Context: an optimization exercise on an open-source flow, tuned for small area. The choices shown serve that exercise and are no tape-out recipe.
The RTL was checked by simulation tests, not by an equivalence proof against the original design.
Power figures rest on the tool's default switching activity, not on a simulated workload.

## flow/design.v (module list and top-level ports; edited modules follow where they fit)
// module ha_fa: 4 lines
// module ha_ha: 4 lines
// module ha_add: 17 lines
// module ha_inc: 16 lines
// module lms_mac: 853 lines
// module hearing_aid_processor: 106 lines
module hearing_aid_processor (
    input  wire                 clk,
    input  wire                 rst_n,
    input  wire signed [15:0]   audio_in,
    input  wire                 audio_valid,
    output wire signed [15:0]   audio_out,
    output wire                 audio_ready
);
  // ...
==> flow/run.sh <==
#!/bin/bash
# synth_recipe.tcl (not shown) runs the flow's synth.tcl, then flattens the netlist and writes it again
# the make line also repeats each setting of config.mk as NAME=value (left out here)
make -C /OpenROAD-flow-scripts/flow DESIGN_CONFIG=/design/flow/config.mk WORK_HOME=/design/flow/orfs CLKGATE_MAP_FILE= SYNTH_SCRIPT=/design/flow/synth_recipe.tcl finish
==> flow/config.mk <==
export PLATFORM = sky130hd
export DESIGN_NAME = hearing_aid_processor
export DESIGN_NICKNAME = hearing_aid_processor
export VERILOG_FILES = /design/flow/design.v
export SDC_FILE = /design/flow/constraint.sdc
export NUM_CORES = 8
export LEC_CHECK = 0
export CAP_MARGIN = 20
export CORE_MARGIN = 2
export CORE_UTILIZATION = 40
export SLEW_MARGIN = 20
==> flow/constraint.sdc <==
create_clock -name core_clock -period 40.0 [get_ports {clk}]
set_input_delay 8.0000 -clock core_clock [delete_from_list [all_inputs] [get_ports {clk}]]
set_output_delay 8.0000 -clock core_clock [all_outputs]
set_load 0.01 [all_outputs]
==> flow_metrics.env, run 1 <==
export IMPL_status="no timing/DRC/antenna violations"
export IMPL_clock_path_buffers=3
export IMPL_crit_fanout=32
export IMPL_syn_to_final_growth_pct=13.5
export IMPL_slew_limit_headroom_pct=22.2
export IMPL_buf_share_pct=2.03
export IMPL_worstSetupEndpoint="e_q[15]"
export IMPL_seq_share_pct=46.5
export IMPL_clkTransAtPathRegs_ps=70
export IMPL_grtUsageTotal_pct=15.9
export IMPL_p_leak_nw=12.1
export IMPL_maxSlewViolCount=0
export IMPL_gp_congestion=0.864
export IMPL_rsz0062_at_grt="no"
export IMPL_num_rows=90
export IMPL_p_total_w=0.00124
export IMPL_drc=0
export IMPL_fin_area_mm2=0.0278
export IMPL_synthFlopType="dfxtp_1"
export IMPL_htreeDepth=2
export IMPL_worst_pin_slew_ps=1170
export IMPL_hp_start="dring[146]"
export IMPL_crit_path_end_kind="flip-flop"
export IMPL_use_met1_pct=21.1
export IMPL_cp_top_family="adder cells"
export IMPL_cts_hold_buf=0
export IMPL_grt_pass1_wl_mm=76.9
export IMPL_arrival_ps=21540
export IMPL_yosys_area_share_adder_pct=27.4
export IMPL_layout_common_cells="547 x dfxtp_1, 313 x fa_1, 303 x inv_1"
export IMPL_dp_hpwl_mm=32.2
export IMPL_fin_ws_ps=18850
export IMPL_synth_top_cell_area_share_pct=44.7
export IMPL_area_sequential_mm2=0.0129
export IMPL_synth_xor_area_share_pct=1.36
export IMPL_synth_nets=2261
==> run 2: changes to the inputs <==
--- a/flow/config.mk
+++ b/flow/config.mk
@@ -8,4 +8,5 @@
 export CAP_MARGIN = 20
 export CORE_MARGIN = 2
 export CORE_UTILIZATION = 40
+export CTS_BUF_LIST = sky130_fd_sc_hd__clkbuf_8
 export SLEW_MARGIN = 20
==> flow_metrics.env, run 2 <==
export IMPL_htreeDepth=3
export IMPL_synth_compound_area_share_pct=2.17
export IMPL_core_area_mm2=0.0605
export IMPL_wl_per_cell_um=16.7
export IMPL_power_density_mw_per_mm2=43.5
export IMPL_drt_wl_total_mm=47.6
export IMPL_cp_top_family="adder cells"
export IMPL_initial_utilization_pct=40.5
export IMPL_drtIter0Drc=664
export IMPL_antenna_left=0
export IMPL_drc=0
export IMPL_synthCells=1894
export IMPL_io_pins=36
export IMPL_dp_hpwl_mm=32.2
export IMPL_fill_cells=5489
export IMPL_drive_above_1_share_pct=9.91
export IMPL_p_leak_nw=12.2
export IMPL_synth_edf_count=32
export IMPL_synth_seq_cells=620
export IMPL_clock_path_buffers=3
export IMPL_seq_area_frac_synth_pct=52.8
export IMPL_ir_drop_uv=31.5
export IMPL_final_hold_violation_count=0
export IMPL_synth_cell_area_mm2=0.0245
export IMPL_grtUsageTotal_pct=16.1
export IMPL_nets=2358
export IMPL_hold_path_class="reg2reg"
export IMPL_crit_top_cell="fa_1"
export IMPL_setup_viol=0
export IMPL_antenna_found_initial=3
export IMPL_postSynthAreaPerCell_um2=12.9
export IMPL_clkTransAtPathRegs_ps=70
export IMPL_io_buffer_count=35
export IMPL_dieArea_mm2=0.0632
export IMPL_cts_hold_buf=0
export IMPL_max_freq_mhz=47.4
export IMPL_grt_max_degree=42
export IMPL_post_cts_setup_buffers=0
export IMPL_cts_buffers=94
export IMPL_slew_limit_headroom_pct=19.5
export IMPL_grt_pass1_vias=14100
export IMPL_synth_xor_area_share_pct=1.36
export IMPL_ys_warn_count=1
export IMPL_die_w_um=251
export IMPL_critPathLaunch="audio_in[15]"
export IMPL_max_stage_delay_ps=480
export IMPL_layout_common_cells="547 x dfxtp_1, 333 x inv_1, 313 x fa_1"
export IMPL_cts_tree="yes"
export IMPL_worstPathRequired_ps=40450
export IMPL_cp_num_buf_inv=3
export IMPL_rr_startpoint="nready"
export IMPL_synth_common_cells="547 x dfxtp_1, 313 x fa_1, 303 x inv_1, 139 x nand2_1, 128 x and2_1"
export IMPL_via_per_inst=4.46
export IMPL_maxSlewViolCount=0
export IMPL_clk_insertion_delay_late_ps=700
export IMPL_startpoint_type="input pin"
export IMPL_synth_distinct_cells=37
export IMPL_final_common_cell="dfxtp_1"
export IMPL_post_route_min_period_ps=21090
export IMPL_grt_pass1_wl_mm=77.6
export IMPL_synthFlopType="dfxtp_1"
export IMPL_hp_start="dring[176]"
export IMPL_reg_largest_list="dring x256, wring x256, acc x35"
export IMPL_fin_area_mm2=0.0277
export IMPL_synthArstFlopShare_pct=6.61
export IMPL_clkSinkCount=620
export IMPL_timing_setup_tns_ps=0
export IMPL_synth_area_leaders="dfxtp_1 45%, fa_1 26%, inv_1 4.6%"
export IMPL_crit_path_end_kind="flip-flop"
export IMPL_overflow=0
export IMPL_cts_root_buf="clkbuf_8"
export IMPL_crit_fanout=32
export IMPL_rsz0062_at_grt="no"
export IMPL_num_rows=90
export IMPL_fin_crit_sh_pct=52.7
export IMPL_synthMuxAreaShare_pct=1.66
export IMPL_fin_skew_ps=70.3
export IMPL_die_y_um=251
export IMPL_dpl_cell_area_mm2=0.0258
export IMPL_status="no timing/DRC/antenna violations"
export IMPL_syn_to_final_growth_pct=13.3
export IMPL_synthSimpleGateAreaFrac_pct=8.81
export IMPL_num_vias=12700
export IMPL_gp_congestion=0.864
export IMPL_crit_slowest_cell="mux2_2"
export IMPL_synth_largest_area_cell="dfxtp_1"
export IMPL_dp_cells=2677
export IMPL_synth_top_family_by_area="adder cells"
export IMPL_worst_pin_slew_ps=1210
export IMPL_ctsResizeCount=0
export IMPL_arrival_ps=21540
export IMPL_stdcell_count=2841
export IMPL_path_class="in2reg"
export IMPL_maxCapViolCount=0
export IMPL_synth_nets=2261
export IMPL_yosys_area_share_adder_pct=27.4
export IMPL_dr_pass1_iters=5
export IMPL_synth_most_common_cell="dfxtp_1"
export IMPL_synth_top_cell_area_share_pct=44.7
[run 2: cell counts after synthesis]
No cell type changed its count.
[run 2: worst paths after layout]
check                        endpoint  slack [ps]  depth (start not counted)
max                           e_q[15]       18910                         38
min                        dring[160]         280                          0
max reg2reg                wring[243]       21850                         51
min reg2reg                dring[160]         280                          0
max in group asynchronous         mac       31940                          1
min in group asynchronous    nsum[13]        7440                          1
[run 2: worst register-to-register path: cells and delay by family (launching register included)]
kind / cells / cell delay (ps)
adders and majority gates: 37 / 14770
and+or+nand+nor: 4 / 770
DFF: 1 / 770
buffers and inverters: 8 / 1170
AOI/OAI and AO/OA: 2 / 550
[run 2: through the flow]
stage	utilization [%]	hold slack (ps)	setup slack (ps)	power, W
floorplan	-	310	19010	0.000676
CTS	45.9	284	18930	0.00123
global placement	42.6	310	18490	0.000691
detailed placement	42.6	312	18170	0.000692
finish	45.9	282	18910	0.00121
global route	45.9	289	18350	0.00126
[run 2: layout make-up]
type                    count  area (um2)  share of cell area (%)
flip-flops and latches    620       12900                    46.6
multi-input cells         908       10100                    36.6
repair buffers             64         563                    2.03
diodes                      1        2.50                 0.00902
well taps                 782         978                    3.53
inverters                 303        1140                    4.10
clock inverters            55         498                    1.79
clock buffers             108        1490                    5.36
[run 2: cells by family (layout without fill, tap and decap cells)]
| kind of cell | after synthesis | after routing |
|---|---|---|
| compound gates | 85 | 85 |
| mux | 35 | 35 |
| buf+inv | 366 | 530 |
| flops | 620 | 620 |
| xor+xnor | 38 | 38 |
| other cells | 0 | 1 |
| simple gates | 402 | 402 |
| fa+ha+maj | 348 | 348 |
[run 2: power breakdown]
part           internal, W  switching, W  total [W]
Sequential        0.000644    0.00000489   0.000649
Clock             0.000285      0.000243   0.000527
Combinational    0.0000102     0.0000204  0.0000306
[run 2: routing by layer]
layer	GRT usage [%]	part of all wire, %
met5	0	0
met2	26.1	48
met1	21.2	44
met4	5.73	3.1
met3	3.71	4.9
==> run 3: changes to the inputs <==
--- a/flow/config.mk
+++ b/flow/config.mk
@@ -8,5 +8,5 @@
 export CAP_MARGIN = 20
 export CORE_MARGIN = 2
 export CORE_UTILIZATION = 40
-export CTS_BUF_LIST = sky130_fd_sc_hd__clkbuf_8
+export CTS_BUF_LIST = sky130_fd_sc_hd__clkbuf_4
 export SLEW_MARGIN = 20
==> flow_metrics.env, run 3 <==
export IMPL_status="no timing/DRC/antenna violations"
export IMPL_slew_limit_headroom_pct=20.8
export IMPL_layout_common_cells="547 x dfxtp_1, 313 x fa_1, 303 x inv_1"
export IMPL_crit_fanout=32
export IMPL_final_common_cell="dfxtp_1"
export IMPL_rr_startpoint="nready"
export IMPL_dp_hpwl_mm=32.2
export IMPL_final_hold_violation_count=0
export IMPL_initial_utilization_pct=40.5
export IMPL_synthCells=1894
export IMPL_fin_skew_ps=81.4
export IMPL_syn_to_final_growth_pct=13.3
export IMPL_synthFlopType="dfxtp_1"
export IMPL_grt_max_degree=42
export IMPL_fill_cells=5532
export IMPL_synth_largest_area_cell="dfxtp_1"
export IMPL_gp_congestion=0.864
export IMPL_crit_top_cell="fa_1"
export IMPL_crit_path_end_kind="flip-flop"
export IMPL_synth_top_cell_area_share_pct=44.7
export IMPL_max_stage_delay_ps=480
export IMPL_setup_viol=0
export IMPL_hold_path_class="reg2reg"
export IMPL_cts_buffers=152
export IMPL_grt_pass1_wl_mm=79.0
export IMPL_synth_edf_count=32
export IMPL_area_sequential_mm2=0.0129
export IMPL_p_leak_nw=12.3
export IMPL_overflow=0
export IMPL_maxCapViolCount=0
export IMPL_synth_cell_area_mm2=0.0245
export IMPL_fin_crit_sh_pct=52.1
export IMPL_arrival_ps=21540
export IMPL_path_class="in2reg"
export IMPL_worstPathRequired_ps=40680
export IMPL_dieArea_mm2=0.0632
export IMPL_ys_warn_count=1
export IMPL_synth_nets=2261
export IMPL_synthArstFlopShare_pct=6.61
export IMPL_power_density_mw_per_mm2=43.0
export IMPL_drt_wl_total_mm=48.4
export IMPL_hp_start="wring[46]"
export IMPL_maxSlewViolCount=0
export IMPL_synth_most_common_cell="dfxtp_1"
export IMPL_timing_setup_tns_ps=0
export IMPL_reg2reg_depth=51
export IMPL_num_rows=90
export IMPL_drive_above_1_share_pct=14.1
export IMPL_htreeDepth=4
export IMPL_core_area_mm2=0.0605
export IMPL_worstHoldEndpoint="wring[30]"
export IMPL_multi_input_area_mm2=0.0101
export IMPL_post_route_min_period_ps=20850
export IMPL_io_buffer_count=35
export IMPL_antenna_found_initial=6
export IMPL_dr_pass1_iters=5
export IMPL_rsz0062_at_grt="no"
export IMPL_ir_drop_uv=32.8
export IMPL_wl_per_cell_um=16.4
export IMPL_io_pins=36
export IMPL_die_w_um=251
export IMPL_grt_pass1_vias=14700
export IMPL_synth_seq_cells=620
export IMPL_r2r_slack_ps=21850
export IMPL_nets=2416
export IMPL_post_cts_setup_buffers=0
export IMPL_worst_pin_slew_ps=1190
export IMPL_drtIter0Drc=654
export IMPL_via_per_inst=4.45
export IMPL_fin_ws_ps=19150
export IMPL_max_freq_mhz=48.0
export IMPL_clkSinkCount=620
export IMPL_die_y_um=251
export IMPL_seq_area_frac_synth_pct=52.8
export IMPL_cts_root_buf="clkbuf_4"
export IMPL_r2r_end="wring[243]"
export IMPL_crit_slowest_cell="mux2_2"
export IMPL_holdPathStages=0
export IMPL_synth_area_leaders="dfxtp_1 45%, fa_1 26%, inv_1 4.6%"
export IMPL_reg_largest_list="dring x256, wring x256, acc x35"
export IMPL_ctsResizeCount=0
export IMPL_grtUsageTotal_pct=16.5
export IMPL_num_vias=13100
export IMPL_synth_distinct_cells=37
export IMPL_clkTransAtPathRegs_ps=70
export IMPL_synth_common_cells="547 x dfxtp_1, 313 x fa_1, 303 x inv_1, 139 x nand2_1, 128 x and2_1"
export IMPL_drc=0
export IMPL_dp_slack_ps=18170
export IMPL_cts_tree="yes"
export IMPL_cts_hold_buf=0
export IMPL_antenna_left=0
export IMPL_clock_path_buffers=3
export IMPL_startpoint_type="input pin"
export IMPL_clk_insertion_delay_late_ps=970
export IMPL_postSynthAreaPerCell_um2=12.9
run 3: cell counts after synthesis:
No cell type changed its count.
run 3: logic make-up (layout without fill, tap and decap cells):
logic type	Yosys count	after routing	synth area share, %
compound gates	85	85	2.17
simple gates	402	402	8.81
fa+ha+maj	348	348	27.4
other cells	0	5	0
xor+xnor	38	38	1.36
flops	620	620	52.8
mux	35	35	1.66
buf+inv	366	633	5.79
run 3: through the flow:
step,total power [W],area (um2),std cells,hold slack (ps),utilization (%)
2_1_floorplan,0.000676,24500,1894,310,-
3_3_place_gp,0.000691,25800,2677,310,42.6
3_5_place_dp,0.000692,25800,2677,312,42.6
4_1_cts,0.00122,27700,2943,287,45.8
5_1_grt,0.00126,27700,2948,298,45.9
6_report,0.00119,27700,2948,296,45.9
run 3: layout make-up:
type / count / share of cell area (%)
clock inverters: 54 / 1.33
well taps: 782 / 3.53
flip-flops and latches: 620 / 46.6
inverters: 303 / 4.10
repair buffers: 64 / 2.03
clock buffers: 212 / 5.74
diodes: 5 / 0.0451
multi-input cells: 908 / 36.6
run 3: how the worst max path moves through the flow:
stage | start | to | slack, ps | cells past startpoint
floorplan | audio_in[15] | e_q[15] | 19010 | 39
global placement | audio_in[15] | e_q[15] | 18490 | 38
detailed placement | audio_in[15] | e_q[15] | 18170 | 38
CTS | audio_in[15] | e_q[14] | 19230 | 36
global route | audio_in[15] | e_q[15] | 18650 | 38
finish | audio_in[15] | e_q[15] | 19150 | 38
run 3: layer usage:
layer / vias to the layer above / wire [um] / track usage [%] / share of wire [%]
li1: 6036 / - / - / -
met1: 6659 / 21000 / 21.0 / 43
met2: 331 / 22800 / 26.1 / 47
met3: 96 / 3050 / 4.79 / 6.3
met4: 0 / 1500 / 7.72 / 3.1
met5: - / 0 / 0 / 0
run 3: power breakdown:
part	leakage, nW	total (W)	switching [W]	internal (W)
clock network	1.15	0.000514	0.000250	0.000263
registers	5.30	0.000649	0.00000507	0.000643
logic	5.82	0.0000305	0.0000203	0.0000102
total	12.3	0.00119	0.000276	0.000917
run 3: worst max-delay path, delay by kind of cell:
kind            cells  cell delay (ps)
compound gates      2              400
xor+xnor            2              270
fa+ha+maj          29            11290
buf+inv             3              950
mux                 1              480
simple gates        1              110

-- afterwards: timing with drivers on the ports --
No port has a modelled driver above. Below, the same layouts with a new extraction and two added sets of constraints. Step 1 assumes that a clkbuf_16 drives the clock port and a buf_2 every other input. Step 2 adds t to the input delays and takes it off the output delays; t is the mean of the earliest and latest rising clock arrival at the registers after step 1. Input paths then give back, and output paths get back, about the clock's delay inside the block. a / b / c = no drivers / after step 1 / after step 2; a / b = the first two.
run | t, ns | setup slack, ns | hold slack, ns | worst register clock-pin slew, ns | cell pins on the clock port's net
run 1 | 0.679 | 18.846 / 18.874 / 18.195 | 0.303 / 0.303 / 0.303 | 0.07 / 0.07 | 1
run 2 | 0.724 | 18.910 / 18.937 / 18.213 | 0.282 / 0.282 / 0.282 | 0.07 / 0.07 | 1
run 3 | 0.980 | 19.148 / 19.173 / 18.194 | 0.296 / 0.296 / 0.296 | 0.07 / 0.07 | 1
After both steps setup and hold are still met in every run listed. For run 3, which loses most, drivers alone change the setup slack by +0.025 ns; drivers and shift together by -0.954 ns.
